Context: an optimization exercise on an open-source flow, tuned for small area and a short achievable clock period. The choices shown serve that exercise and are no tape-out recipe.
RTL that was checked went through simulation tests only; none was proved equivalent to the original.
The flow treats the clock pin as an ideal source. Dropping or thinning the clock tree relies on that and would not hold on a real chip.
Power is estimated from default activity; no workload was simulated.

==> module reservation_station, before the edit <==
module reservation_station #(
    parameter RS_SIZE = 8,
    parameter PR_BITS = 6,
    parameter ROB_SIZE = 16,
    parameter ROB_BITS = $clog2(ROB_SIZE)
)(
    input  logic clk,
    input  logic rst,
    input  logic                  dispatch_en,
    input  logic [PR_BITS-1:0]    src1,
    input  logic [PR_BITS-1:0]    src2,
    input  logic [PR_BITS-1:0]    dst,
    input  logic                  src1_ready,
    input  logic                  src2_ready,
    input  logic                  use_imm,
    input  logic [31:0]           imm,
    input  logic [ROB_BITS-1:0]   alloc_rob_idx,
    input  logic                  dispatch_is_branch,
    input  logic [31:0]           dispatch_pc,
    input logic [1:0] dispatch_br_type,
    input  logic                  wb_valid,
    input  logic [PR_BITS-1:0]    wb_phys,
    input  logic                  issue_grant,
    output logic [1:0] issue_br_type,
    output logic                  issue_valid,
    output logic [PR_BITS-1:0]    issue_src1,
    output logic [PR_BITS-1:0]    issue_src2,
    output logic [PR_BITS-1:0]    issue_dst,
    output logic                  issue_use_imm,
    output logic [31:0]           issue_imm,
    output logic                  issue_is_branch,
    output logic [31:0]           issue_pc,
    output logic [ROB_BITS-1:0]   issue_rob_idx,
    output logic [$clog2(RS_SIZE)-1:0] issue_idx,
    output logic                  rs_full
);
    localparam int W = 3*PR_BITS + 1 + 32 + ROB_BITS + 1 + 32 + 2;
    localparam int NSEL = 3;
    logic [W-1:0] din;
    assign din = {src1, src2, dst, use_imm, imm, alloc_rob_idx,
                  dispatch_is_branch, dispatch_pc, dispatch_br_type};
    logic [RS_SIZE-1:0] rs_valid;
    logic [RS_SIZE-1:0] rs_rdy1;    
    logic [RS_SIZE-1:0] rs_rdy2;
    logic [W-1:0]       rs_data [RS_SIZE];
    logic [RS_SIZE-1:0] sel_q [NSEL];
    logic [RS_SIZE-1:0] sel;
    assign sel = sel_q[0];
    logic       valid_q, full_q;
    logic [2:0] idx_q;
    always_ff @(posedge clk) begin
        for (int i = 0; i < RS_SIZE; i++)
            if (!rs_valid[i])
                rs_data[i] <= din;
    end
    logic [RS_SIZE-1:0] free_oh;
    always_comb begin
        logic all_lower;
        all_lower = 1'b1;
        for (int i = 0; i < RS_SIZE; i++) begin
            free_oh[i] = !rs_valid[i] && all_lower;
            all_lower  = all_lower && rs_valid[i];
        end
    end
    logic disp_ok, rdy1_in, rdy2_in, disp_rdy;
    assign disp_ok  = dispatch_en && (dst != '0);
    assign rdy1_in  = src1_ready || (src1 == '0);
    assign rdy2_in  = src2_ready || (src2 == '0);
    assign disp_rdy = disp_ok && rdy1_in && rdy2_in;
    logic [RS_SIZE-1:0] keep, ok1, ok2, valid_n, rdy1_n, rdy2_n;
    always_comb begin
        for (int i = 0; i < RS_SIZE; i++) begin
            ok1[i]     = rs_rdy1[i] || (wb_valid && rs_data[i][W-1 -: PR_BITS] == wb_phys);
            ok2[i]     = rs_rdy2[i] || (wb_valid && rs_data[i][W-1-PR_BITS -: PR_BITS] == wb_phys);
            keep[i]    = rs_valid[i] && !(issue_grant && sel[i]);
            valid_n[i] = keep[i] || (disp_ok && free_oh[i]);
            rdy1_n[i]  = rs_valid[i] ? ok1[i] : rdy1_in;
            rdy2_n[i]  = rs_valid[i] ? ok2[i] : rdy2_in;
        end
    end
    logic [RS_SIZE-1:0] sel_n [NSEL];
    logic [RS_SIZE-1:0] r0, prio_n, prio_d;
    always_comb begin
        logic [RS_SIZE-1:0] r, rd, pn, pd;
        logic lower_n, lower_d;
        for (int k = 0; k < NSEL; k++) begin
            for (int i = 0; i < RS_SIZE; i++) begin
                case (k % 3)
                    0:       r[i] = (keep[i] && ok1[i]) && ok2[i];
                    1:       r[i] = keep[i] && (ok1[i] && ok2[i]);
                    default: r[i] = (keep[i] && ok2[i]) && ok1[i];
                endcase
                rd[i] = r[i] || free_oh[i];
            end
            lower_n = 1'b0;
            lower_d = 1'b0;
            for (int i = 0; i < RS_SIZE; i++) begin
                pn[i] = r[i] && !lower_n;
                pd[i] = rd[i] && !lower_d;
                lower_n = lower_n || r[i];
                lower_d = lower_d || rd[i];
            end
            sel_n[k] = disp_rdy ? pd : pn;
            if (k == 0) begin
                r0     = r;
                prio_n = pn;
                prio_d = pd;
            end
        end
    end
    logic       valid_nq;
    logic [2:0] idx_nq;
    always_comb begin
        logic [2:0] en, ed;
        en = '0;
        ed = '0;
        for (int i = 0; i < RS_SIZE; i++) begin
            en = en | ({3{prio_n[i]}} & 3'(i));
            ed = ed | ({3{prio_d[i]}} & 3'(i));
        end
        valid_nq = disp_rdy ? ((|r0) || !(&rs_valid)) : (|r0);
        idx_nq   = disp_rdy ? ed : en;
    end
    always_ff @(posedge clk or posedge rst) begin
        if (rst) begin
            rs_valid <= '0;
            for (int k = 0; k < NSEL; k++) sel_q[k] <= '0;
            valid_q  <= 1'b0;
            idx_q    <= '0;
            full_q   <= 1'b0;
        end else begin
            rs_valid <= valid_n;
            for (int k = 0; k < NSEL; k++) sel_q[k] <= sel_n[k];
            valid_q  <= valid_nq;
            idx_q    <= idx_nq;
            full_q   <= &valid_n;
        end
    end
    always_ff @(posedge clk) begin
        rs_rdy1 <= rdy1_n;
        rs_rdy2 <= rdy2_n;
    end
    logic [W-1:0] dout;
    always_comb begin
        dout = '0;
        for (int i = 0; i < RS_SIZE; i++)
            for (int b = 0; b < W; b++)
                dout[b] = dout[b] | (sel_q[b % NSEL][i] & rs_data[i][b]);
    end
    assign {issue_src1, issue_src2, issue_dst, issue_use_imm, issue_imm, issue_rob_idx,
            issue_is_branch, issue_pc, issue_br_type} = dout;
    assign issue_valid = valid_q;
    assign issue_idx   = idx_q;
    assign rs_full     = full_q;
endmodule
Settings: LEC_CHECK=0, CAP_MARGIN=20, CORE_MARGIN=2, CORE_UTILIZATION=75, PLACE_DENSITY=0.85, SETUP_SLACK_MARGIN=2.3, SLEW_MARGIN=20, TNS_END_PERCENT=5; clock period 4.5 ns.
standard.sh (not shown) runs the stock make flow with config.mk's settings and CLKGATE_MAP_FILE= SYNTH_SCRIPT=/design/flow/synth_recipe.tcl, a recipe that flattens the netlist after the stock synthesis.
==> flow/flow/run.sh <==
#!/bin/bash
# Standard ORFS layout, with plain buffers on the ports instead of the
# delay-cell buffers that buffer_ports picks by default.
set -euo pipefail
EXTRA=()
[[ -f flow/extra.mk ]] && while IFS= read -r l; do [[ -n "$l" ]] && EXTRA+=("$l"); done < flow/extra.mk
bash standard.sh "BUFFER_PORTS_ARGS=-buffer_cell sky130_fd_sc_hd__buf_1" "${EXTRA[@]}" finish > flow_standard.log 2>&1
==> flow/flow/extra.mk <==
CTS_ARGS=-sink_clustering_enable -repair_clock_nets -dont_use_dummy_load -sink_clustering_size 24 -sink_clustering_max_diameter 80
The baseline finished with timing, DRC and antenna clean.
Next try:
--- a/flow/design.v
+++ b/flow/design.v
@@ -34,9 +34,9 @@
     output logic [$clog2(RS_SIZE)-1:0] issue_idx,
     output logic                  rs_full
 );
     localparam int W = 3*PR_BITS + 1 + 32 + ROB_BITS + 1 + 32 + 2;
-    localparam int NSEL = 3;
+    localparam int NSEL = 6;
     logic [W-1:0] din;
     assign din = {src1, src2, dst, use_imm, imm, alloc_rob_idx,
                   dispatch_is_branch, dispatch_pc, dispatch_br_type};
     logic [RS_SIZE-1:0] rs_valid;
@@ -52,15 +52,16 @@
         for (int i = 0; i < RS_SIZE; i++)
             if (!rs_valid[i])
                 rs_data[i] <= din;
     end
-    logic [RS_SIZE-1:0] free_oh;
+    logic [RS_SIZE-1:0] free_oh, free_below;
     always_comb begin
         logic all_lower;
         all_lower = 1'b1;
         for (int i = 0; i < RS_SIZE; i++) begin
-            free_oh[i] = !rs_valid[i] && all_lower;
-            all_lower  = all_lower && rs_valid[i];
+            free_oh[i]    = !rs_valid[i] && all_lower;
+            free_below[i] = !all_lower;
+            all_lower     = all_lower && rs_valid[i];
         end
     end
     logic disp_ok, rdy1_in, rdy2_in, disp_rdy;
     assign disp_ok  = dispatch_en && (dst != '0);
@@ -77,8 +78,13 @@
             rdy1_n[i]  = rs_valid[i] ? ok1[i] : rdy1_in;
             rdy2_n[i]  = rs_valid[i] ? ok2[i] : rdy2_in;
         end
     end
+    function automatic logic lower_below(input logic [RS_SIZE-1:0] v, input int n);
+        lower_below = 1'b0;
+        for (int j = 0; j < RS_SIZE; j++)
+            if (j < n) lower_below = lower_below || v[j];
+    endfunction
     logic [RS_SIZE-1:0] sel_n [NSEL];
     logic [RS_SIZE-1:0] r0, prio_n, prio_d;
     always_comb begin
         logic [RS_SIZE-1:0] r, rd, pn, pd;
@@ -99,9 +105,14 @@
                 pd[i] = rd[i] && !lower_d;
                 lower_n = lower_n || r[i];
                 lower_d = lower_d || rd[i];
             end
-            sel_n[k] = disp_rdy ? pd : pn;
+            if (k < 3)
+                sel_n[k] = disp_rdy ? pd : pn;
+            else
+                for (int i = 0; i < RS_SIZE; i++)
+                    sel_n[k][i] = (pn[i] && !(disp_rdy && free_below[i])) ||
+                                  (disp_rdy && free_oh[i] && (pn[i] || !lower_below(r, i)));
             if (k == 0) begin
                 r0     = r;
                 prio_n = pn;
                 prio_d = pd;
@@ -144,9 +155,9 @@
     always_comb begin
         dout = '0;
         for (int i = 0; i < RS_SIZE; i++)
             for (int b = 0; b < W; b++)
-                dout[b] = dout[b] | (sel_q[b % NSEL][i] & rs_data[i][b]);
+                dout[b] = dout[b] | (sel_q[b * NSEL / W][i] & rs_data[i][b]);
     end
     assign {issue_src1, issue_src2, issue_dst, issue_use_imm, issue_imm, issue_rob_idx,
             issue_is_branch, issue_pc, issue_br_type} = dout;
     assign issue_valid = valid_q;
The changed run passed the timing, DRC and antenna checks; setup slack is worse by 15 ps; die area increases by 2.0%; critical path depth decreases by 1; synthesized cell count increases by 1.2%; power decreases by 0.49%; clock power increases by about 4%; sequential power increases by about 9%.
No functional check of the RTL was part of any run of this note.

---

wip/delta:
reservation_station, a different RTL version from the one above (not shown whole).
Size in the first run: about 1600 cells after synthesis, about 770 flip-flops, ~200 I/O pins, ~28000 µm² of cells after synthesis.
==> module reservation_station, before the edit <==
module reservation_station #(
    parameter RS_SIZE = 8,
    parameter PR_BITS = 6,
    parameter ROB_SIZE = 16,
    parameter ROB_BITS = $clog2(ROB_SIZE)
)(
    input  logic clk,
    input  logic rst,
    input  logic                  dispatch_en,
    input  logic [PR_BITS-1:0]    src1,
    input  logic [PR_BITS-1:0]    src2,
    input  logic [PR_BITS-1:0]    dst,
    input  logic                  src1_ready,
    input  logic                  src2_ready,
    input  logic                  use_imm,
    input  logic [31:0]           imm,
    input  logic [ROB_BITS-1:0]   alloc_rob_idx,
    input  logic                  dispatch_is_branch,
    input  logic [31:0]           dispatch_pc,
    input logic [1:0] dispatch_br_type,
    input  logic                  wb_valid,
    input  logic [PR_BITS-1:0]    wb_phys,
    input  logic                  issue_grant,
    output logic [1:0] issue_br_type,
    output logic                  issue_valid,
    output logic [PR_BITS-1:0]    issue_src1,
    output logic [PR_BITS-1:0]    issue_src2,
    output logic [PR_BITS-1:0]    issue_dst,
    output logic                  issue_use_imm,
    output logic [31:0]           issue_imm,
    output logic                  issue_is_branch,
    output logic [31:0]           issue_pc,
    output logic [ROB_BITS-1:0]   issue_rob_idx,
    output logic [$clog2(RS_SIZE)-1:0] issue_idx,
    output logic                  rs_full
);
    localparam int W = 3*PR_BITS + 1 + 32 + ROB_BITS + 1 + 32 + 2;
    localparam int NSEL = 3;
    logic [W-1:0] din;
    assign din = {src1, src2, dst, use_imm, imm, alloc_rob_idx,
                  dispatch_is_branch, dispatch_pc, dispatch_br_type};
    logic [RS_SIZE-1:0] rs_valid;
    logic [RS_SIZE-1:0] rs_rdy1;    
    logic [RS_SIZE-1:0] rs_rdy2;
    logic [W-1:0]       rs_data [RS_SIZE];
    logic [RS_SIZE-1:0] sel_q [NSEL];
    logic [RS_SIZE-1:0] sel;
    assign sel = sel_q[0];
    always_ff @(posedge clk) begin
        for (int i = 0; i < RS_SIZE; i++)
            if (!rs_valid[i])
                rs_data[i] <= din;
    end
    logic [RS_SIZE-1:0] free_oh;
    always_comb begin
        logic all_lower;
        all_lower = 1'b1;
        for (int i = 0; i < RS_SIZE; i++) begin
            free_oh[i] = !rs_valid[i] && all_lower;
            all_lower  = all_lower && rs_valid[i];
        end
    end
    logic disp_ok, rdy1_in, rdy2_in, disp_rdy;
    assign disp_ok  = dispatch_en && (dst != '0);
    assign rdy1_in  = src1_ready || (src1 == '0);
    assign rdy2_in  = src2_ready || (src2 == '0);
    assign disp_rdy = disp_ok && rdy1_in && rdy2_in;
    logic [RS_SIZE-1:0] keep, ok1, ok2, valid_n, rdy1_n, rdy2_n;
    always_comb begin
        for (int i = 0; i < RS_SIZE; i++) begin
            ok1[i]     = rs_rdy1[i] || (wb_valid && rs_data[i][W-1 -: PR_BITS] == wb_phys);
            ok2[i]     = rs_rdy2[i] || (wb_valid && rs_data[i][W-1-PR_BITS -: PR_BITS] == wb_phys);
            keep[i]    = rs_valid[i] && !(issue_grant && sel[i]);
            valid_n[i] = keep[i] || (disp_ok && free_oh[i]);
            rdy1_n[i]  = rs_valid[i] ? ok1[i] : rdy1_in;
            rdy2_n[i]  = rs_valid[i] ? ok2[i] : rdy2_in;
        end
    end
    logic [RS_SIZE-1:0] sel_n [NSEL];
    always_comb begin
        logic [RS_SIZE-1:0] r, rd, pn, pd;
        logic lower_n, lower_d;
        for (int k = 0; k < NSEL; k++) begin
            for (int i = 0; i < RS_SIZE; i++) begin
                case (k % 3)
                    0:       r[i] = (keep[i] && ok1[i]) && ok2[i];
                    1:       r[i] = keep[i] && (ok1[i] && ok2[i]);
                    default: r[i] = (keep[i] && ok2[i]) && ok1[i];
                endcase
                rd[i] = r[i] || free_oh[i];
            end
            lower_n = 1'b0;
            lower_d = 1'b0;
            for (int i = 0; i < RS_SIZE; i++) begin
                pn[i] = r[i] && !lower_n;
                pd[i] = rd[i] && !lower_d;
                lower_n = lower_n || r[i];
                lower_d = lower_d || rd[i];
            end
            sel_n[k] = disp_rdy ? pd : pn;
        end
    end
    always_ff @(posedge clk or posedge rst) begin
        if (rst) begin
            rs_valid <= '0;
            for (int k = 0; k < NSEL; k++) sel_q[k] <= '0;
        end else begin
            rs_valid <= valid_n;
            for (int k = 0; k < NSEL; k++) sel_q[k] <= sel_n[k];
        end
    end
    always_ff @(posedge clk) begin
        rs_rdy1 <= rdy1_n;
        rs_rdy2 <= rdy2_n;
    end
    logic [W-1:0] dout;
    always_comb begin
        dout = '0;
        for (int i = 0; i < RS_SIZE; i++)
            for (int b = 0; b < W; b++)
                dout[b] = dout[b] | (sel_q[b % NSEL][i] & rs_data[i][b]);
    end
    assign {issue_src1, issue_src2, issue_dst, issue_use_imm, issue_imm, issue_rob_idx,
            issue_is_branch, issue_pc, issue_br_type} = dout;
    assign issue_valid = |sel_q[2];
    assign issue_idx   = {sel_q[2][4] | sel_q[2][5] | sel_q[2][6] | sel_q[2][7],
                          sel_q[1][2] | sel_q[1][3] | sel_q[1][6] | sel_q[1][7],
                          sel_q[0][1] | sel_q[0][3] | sel_q[0][5] | sel_q[0][7]};
    assign rs_full     = &rs_valid;
endmodule
Settings: LEC_CHECK=0, CAP_MARGIN=20, CORE_MARGIN=2, CORE_UTILIZATION=65, PLACE_DENSITY=0.75, SETUP_SLACK_MARGIN=1.9, SLEW_MARGIN=20, TNS_END_PERCENT=5; clock period 4.5 ns.
==> flow/flow/run.sh <==
#!/bin/bash
# Standard ORFS layout, with plain buffers on the ports instead of the
# delay-cell buffers that buffer_ports picks by default, extra settings from
# flow/extra.mk, and flow/post_cts.tcl run at the end of CTS.
set -euo pipefail
EXTRA=()
[[ -f flow/extra.mk ]] && while IFS= read -r l; do [[ -n "$l" ]] && EXTRA+=("$l"); done < flow/extra.mk
bash standard.sh "BUFFER_PORTS_ARGS=-buffer_cell sky130_fd_sc_hd__buf_1" "POST_CTS_TCL=$PWD/flow/post_cts.tcl" "${EXTRA[@]}" finish > flow_standard.log 2>&1
==> flow/flow/post_cts.tcl <==
set block [ord::get_db_block]
set root [$block findInst clkbuf_0_clk]
if {$root != "NULL"} {
  set in_net [[$root findITerm A] getNet]
  set out_net [[$root findITerm X] getNet]
  set loads {}
  foreach it [$out_net getITerms] {
    if {[$it getInst] != $root} { lappend loads $it }
  }
  if {[llength $loads] <= 4 && [llength [$out_net getBTerms]] == 0} {
    puts "post_cts: removing [$root getName], clock port now feeds [llength $loads] buffers"
    foreach it $loads {
      $it disconnect
      $it connect $in_net
    }
    odb::dbInst_destroy $root
    odb::dbNet_destroy $out_net
    estimate_parasitics -placement
    repair_timing_helper
    detailed_placement
    check_placement -verbose
  } else {
    puts "post_cts: root buffer kept ([llength $loads] loads)"
  }
}
Scripts as last shown in full above: flow/flow/extra.mk
--- input diff wip/delta..wip/willow ---
-- flow/design.v --
<<< wip/delta, line 36
);
    localparam int W = 3*PR_BITS + 1 + 32 + ROB_BITS + 1 + 32 + 2;
    localparam int NSEL = 3;
    logic [W-1:0] din;
    assign din = {src1, src2, dst, use_imm, imm, alloc_rob_idx,
>>> wip/willow, line 36
);
    localparam int W = 3*PR_BITS + 1 + 32 + ROB_BITS + 1 + 32 + 2;
    localparam int NSEL = 4;
    logic [W-1:0] din;
    assign din = {src1, src2, dst, use_imm, imm, alloc_rob_idx,
<<< wip/delta, line 47
    logic [RS_SIZE-1:0] sel;
    assign sel = sel_q[0];
    always_ff @(posedge clk) begin
        for (int i = 0; i < RS_SIZE; i++)
>>> wip/willow, line 47
    logic [RS_SIZE-1:0] sel;
    assign sel = sel_q[0];
    logic       valid_q, full_q;
    logic [2:0] idx_q;
    always_ff @(posedge clk) begin
        for (int i = 0; i < RS_SIZE; i++)
<<< wip/delta, line 52
                rs_data[i] <= din;
    end
    logic [RS_SIZE-1:0] free_oh;
    always_comb begin
        logic all_lower;
        all_lower = 1'b1;
        for (int i = 0; i < RS_SIZE; i++) begin
            free_oh[i] = !rs_valid[i] && all_lower;
            all_lower  = all_lower && rs_valid[i];
        end
    end
>>> wip/willow, line 54
                rs_data[i] <= din;
    end
    logic [RS_SIZE-1:0] free_oh, free_below;
    always_comb begin
        logic all_lower;
        all_lower = 1'b1;
        for (int i = 0; i < RS_SIZE; i++) begin
            free_oh[i]    = !rs_valid[i] && all_lower;
            free_below[i] = !all_lower;
            all_lower     = all_lower && rs_valid[i];
        end
    end
<<< wip/delta, line 77
        end
    end
    logic [RS_SIZE-1:0] sel_n [NSEL];
    always_comb begin
        logic [RS_SIZE-1:0] r, rd, pn, pd;
>>> wip/willow, line 80
        end
    end
    function automatic logic lower_below(input logic [RS_SIZE-1:0] v, input int n);
        lower_below = 1'b0;
        for (int j = 0; j < RS_SIZE; j++)
            if (j < n) lower_below = lower_below || v[j];
    endfunction
    logic [RS_SIZE-1:0] sel_n [NSEL];
    logic [RS_SIZE-1:0] r0, prio_n, prio_d;
    always_comb begin
        logic [RS_SIZE-1:0] r, rd, pn, pd;
<<< wip/delta, line 98
                lower_d = lower_d || rd[i];
            end
            sel_n[k] = disp_rdy ? pd : pn;
        end
    end
    always_ff @(posedge clk or posedge rst) begin
>>> wip/willow, line 107
                lower_d = lower_d || rd[i];
            end
            if (k < 3)
                sel_n[k] = disp_rdy ? pd : pn;
            else
                for (int i = 0; i < RS_SIZE; i++)
                    sel_n[k][i] = (pn[i] && !(disp_rdy && free_below[i])) ||
                                  (disp_rdy && free_oh[i] && (pn[i] || !lower_below(r, i)));
            if (k == 0) begin
                r0     = r;
                prio_n = pn;
                prio_d = pd;
            end
        end
    end
    logic       valid_nq;
    logic [2:0] idx_nq;
    always_comb begin
        logic [2:0] en, ed;
        en = '0;
        ed = '0;
        for (int i = 0; i < RS_SIZE; i++) begin
            en = en | ({3{prio_n[i]}} & 3'(i));
            ed = ed | ({3{prio_d[i]}} & 3'(i));
        end
        valid_nq = disp_rdy ? ((|r0) || !(&rs_valid)) : (|r0);
        idx_nq   = disp_rdy ? ed : en;
    end
    always_ff @(posedge clk or posedge rst) begin
<<< wip/delta, line 105
            rs_valid <= '0;
            for (int k = 0; k < NSEL; k++) sel_q[k] <= '0;
        end else begin
            rs_valid <= valid_n;
            for (int k = 0; k < NSEL; k++) sel_q[k] <= sel_n[k];
        end
    end
>>> wip/willow, line 137
            rs_valid <= '0;
            for (int k = 0; k < NSEL; k++) sel_q[k] <= '0;
            valid_q  <= 1'b0;
            idx_q    <= '0;
            full_q   <= 1'b0;
        end else begin
            rs_valid <= valid_n;
            for (int k = 0; k < NSEL; k++) sel_q[k] <= sel_n[k];
            valid_q  <= valid_nq;
            idx_q    <= idx_nq;
            full_q   <= &valid_n;
        end
    end
<<< wip/delta, line 123
    assign {issue_src1, issue_src2, issue_dst, issue_use_imm, issue_imm, issue_rob_idx,
            issue_is_branch, issue_pc, issue_br_type} = dout;
    assign issue_valid = |sel_q[2];
    assign issue_idx   = {sel_q[2][4] | sel_q[2][5] | sel_q[2][6] | sel_q[2][7],
                          sel_q[1][2] | sel_q[1][3] | sel_q[1][6] | sel_q[1][7],
                          sel_q[0][1] | sel_q[0][3] | sel_q[0][5] | sel_q[0][7]};
    assign rs_full     = &rs_valid;
endmodule
>>> wip/willow, line 161
    assign {issue_src1, issue_src2, issue_dst, issue_use_imm, issue_imm, issue_rob_idx,
            issue_is_branch, issue_pc, issue_br_type} = dout;
    assign issue_valid = valid_q;
    assign issue_idx   = idx_q;
    assign rs_full     = full_q;
endmodule
--- outcome ---
Utilization on wip/willow is up relative to wip/delta.
Final critical path time including I/O delays and setup was higher in the run labelled wip/delta.
| final worst-path cycle share | wip/willow vs wip/delta | 0.53 points lower |
wip/willow vs wip/delta: gate count after technology mapping up
Share of async-settable or async-resettable flops after synthesis ended up 1.6 points higher on wip/willow than on wip/delta.
Fraction of the yosys area taken by sequential cells for wip/willow is lower than for wip/delta.
Relative to wip/delta, the estimated wirelength of the detail-placed design measured on wip/willow has increased by a few percent.
Relative to wip/delta, routed metal-1 wire length increased by 350 µm in wip/willow.

[what the ideal ports hide]
The flow's constraints put no driver on any port. The routed layouts listed below were extracted and timed again, unchanged, in two steps. Step 1 sets driving cells, clkbuf_16 on the clock port and buf_2 on the other inputs (assumed; they add their load-dependent delay and slew). Step 2, shift: input delay + t, output delay - t, t = (earliest + latest rising clock arrival at the registers) / 2. This alone moves slack from input paths to output paths. a / b / c = no drivers / after step 1 / after step 2; a / b = the first two.
run	t (ns)	slack for setup (ns)	worst hold slack (ns)	worst data-port slew with drivers (ns)
the first run of note 1	0.633	1.689 / 1.632 / 1.374	0.395 / 0.359 / 0.529	0.10
the second run of note 1	0.611	1.674 / 1.618 / 1.101	0.311 / 0.323 / 0.562	0.10
wip/delta	0.488	1.820 / 1.702 / 1.387	0.541 / 0.495 / 0.541	0.10
wip/willow	0.495	1.844 / 1.781 / 1.407	0.527 / 0.527 / 0.527	0.09
After both steps setup and hold are still met in every run listed. For the second run of note 1, which loses most, drivers alone change the setup slack by -0.056 ns; drivers and shift together by -0.573 ns.
